From an optimization exercise on the open Yosys and OpenROAD flow, aimed at small area, a short achievable clock period and few clock cycles per item; shortcuts taken in it are not production practice.
Where RTL was checked, it was by simulation tests only, not by an equivalence proof against the original.
No activity file was given, so power comes from the tool's default toggle rates.

Setup of build 14:
## unsigned_nonrestoring
module unsigned_nonrestoring #(
    parameter int WIDTH = 32
) (
    input logic go,
    input logic[WIDTH-1:0] divisor,
    input logic[WIDTH-1:0] dividend,
    input logic clk, rst,
    output logic done,
    output logic[WIDTH-1:0] quotient,
    output logic[WIDTH-1:0] remainder,
    output logic divide_by_zero
);
clock: 6.0 ns
lec_check: 0
abc_area: 1
cap_margin: 20
core_margin: 2
core_utilization: 40
cts_buf_list: sky130_fd_sc_hd__clkbuf_8
setup_slack_margin: 3.75
slew_margin: 20
tns_end_percent: 20
standard.sh (not shown) runs the stock make flow with config.mk's settings and CLKGATE_MAP_FILE= SYNTH_SCRIPT=/design/flow/synth_recipe.tcl, a recipe that flattens the netlist after the stock synthesis.
==> flow/flow/run.sh <==
#!/bin/bash
# The standard layout, with the port buffers made from the smallest plain buffer
# (buf_1) instead of the cell buffer_ports picks by itself.
set -euo pipefail
bash standard.sh 'BUFFER_PORTS_ARGS=-buffer_cell sky130_fd_sc_hd__buf_1' finish > make.log 2>&1
Testbench counts of build 14, summed over its fixed seeds: cycles 32,890, divisions 3,200.
## Diff of input files: build 58 against build 14
--- a/flow/config.mk
+++ b/flow/config.mk
@@ -7,9 +7,7 @@
 export LEC_CHECK = 0
-export ABC_AREA = 1
 export CAP_MARGIN = 20
 export CORE_MARGIN = 2
-export CORE_UTILIZATION = 40
+export CORE_UTILIZATION = 55
 export CTS_BUF_LIST = sky130_fd_sc_hd__clkbuf_8
-export SETUP_SLACK_MARGIN = 3.75
+export SETUP_SLACK_MARGIN = 3.0
 export SLEW_MARGIN = 20
-export TNS_END_PERCENT = 20
Findings:
Re setup slack: build 58 is 0.57 ns down on build 14.
The setup TNS on build 58 is in line with that on build 14.
Power: build 58 and build 14 compared, lower one is build 58
Changes observed in build 58 relative to build 14: met3 usage in global routing increased 1.7 points, area used by sequential logic in the layout essentially unchanged.
Diff build 14 -> build 58: area of placed instances down about 8%; filler-free cell count of the finished design decreased 561.
Run comparison: build 14 capturing instance or port of the critical path remainder[14]; build 58 capturing instance or port of the critical path lza_R[0]
Side by side, worst hold path depth turned out lower in build 58 than in build 14.
A type of the worst setup path of flip-flop to primary output is what build 14 shows, while primary input to flip-flop belongs to build 58.
Via count: build 58 and build 14 compared, higher one is build 14
Utilization build 14 -> build 58: up
Pin count of the biggest net entering global routing (build 58 / build 14): 1.5
For build 16, these inputs were changed with respect to build 58:
--- a/flow/config.mk
+++ b/flow/config.mk
@@ -9,3 +9,3 @@
 export CORE_MARGIN = 2
-export CORE_UTILIZATION = 55
+export CORE_UTILIZATION = 40
 export CTS_BUF_LIST = sky130_fd_sc_hd__clkbuf_8
## What came out
- Against build 58, build 16 reports a post-route fraction of the period consumed by the critical path that is lower.
- Lower largest stage delay on the critical path goes to build 16 over build 58.
- Comparing build 58 with build 16, the power came out essentially unchanged.
- Build 58 ended up with sky130_fd_sc_hd__nor4_1 as its worst-path cell with the longest stage delay; build 16 ended up with sky130_fd_sc_hd__fa_2.
#### Input delta (build 18 over build 16)
--- a/flow/config.mk
+++ b/flow/config.mk
@@ -7,2 +7,4 @@
 export LEC_CHECK = 0
+export ABC_AREA = 1
+export ABC_CLOCK_PERIOD_IN_PS = 3000
 export CAP_MARGIN = 20
@@ -11,3 +13,3 @@
 export CTS_BUF_LIST = sky130_fd_sc_hd__clkbuf_8
-export SETUP_SLACK_MARGIN = 3.0
+export SETUP_SLACK_MARGIN = 3.5
 export SLEW_MARGIN = 20
Findings:
Compared with build 16, build 18 shows number of vias in the routed layout that has gone up by more than 10%.
Build 18 vs build 16 — critical path depth rose 2.
From build 16 to build 18 the numbers moved as follows: setup slack after layout now larger; wire length now larger; count of placed standard cells in the final layout, fillers left out now larger.
Taking build 16 as the reference, in build 18 detailed-routed wire length on met3 saw an increase; clock-pin transition on the worst setup and hold timing paths saw little to no change; count of clock-net buffers in the final layout saw little to no change.

---

## red
unsigned_nonrestoring, a different RTL version from the one above (not shown whole).
For scale: about 120 flip-flops, about 0.0076 sq mm of cells after synthesis.
export LEC_CHECK = 0
export ABC_AREA = 1
export CAP_MARGIN = 20
export CORE_MARGIN = 2
export CORE_UTILIZATION = 40
export CTS_BUF_LIST = sky130_fd_sc_hd__clkbuf_8
export SETUP_SLACK_MARGIN = 3.5
export SLEW_MARGIN = 20
create_clock -name core_clock -period 6.0 [get_ports {clk}]
Scripts as last shown in full above: flow/flow/run.sh
Modified inputs, blue compared to red
- SETUP_SLACK_MARGIN now 3.25, was 3.5
--- outcome ---
The non-clock buffer count number comes out lower for blue vs red.
Compared with red, blue shows a higher stage delay of the slowest cell on the critical path.
Maximum frequency down 7.5 MHz in blue wrt red
Note that the total met3 wirelength after detailed routing recorded for blue amounts to 1.09 times the value seen in red.
blue: worst-case setup margin in the final layout 0.053 ns below red
Higher final instance area goes to red over blue.
Relative to red, area of combinational cells with multiple inputs has decreased by about 4.4% in blue.
Between blue and red, the global-route usage is lower for red.
No functional check of the RTL was part of any run of this note.

-- port drivers added, routing unchanged --
No port has a modelled driver above. Below, the same layouts with a new extraction and two added sets of constraints. Step 1 sets driving cells, clkbuf_16 on the clock port and buf_2 on the other inputs (assumed; they add their load-dependent delay and slew). Step 2 times the ports against the registers' clock, not the clock port: input delays grow and output delays shrink by t, the midpoint of the rising clock arrivals with the driver on. Slacks: no drivers / after step 1 / after step 2; pairs: no drivers / after step 1.
run | t (ns) | setup WS [ns] | hold WS [ns]
build 14 | 0.502 | 3.606 / 3.561 / 3.256 | 0.421 / 0.421 / 0.421
build 58 | 0.491 | 3.037 / 3.054 / 2.563 | 0.453 / 0.453 / 0.453
build 16 | 0.492 | 3.106 / 3.106 / 2.859 | 0.462 / 0.462 / 0.462
build 18 | 0.494 | 3.642 / 3.642 / 3.167 | 0.418 / 0.418 / 0.418
red | 0.488 | 3.378 / 3.378 / 3.183 | 0.411 / 0.411 / 0.411
blue | 0.479 | 3.325 / 3.325 / 3.030 | 0.414 / 0.414 / 0.414
After both steps setup and hold are still met in every run listed. For build 18, which loses most, drivers alone change the setup slack by 0.000 ns; drivers and shift together by -0.475 ns.
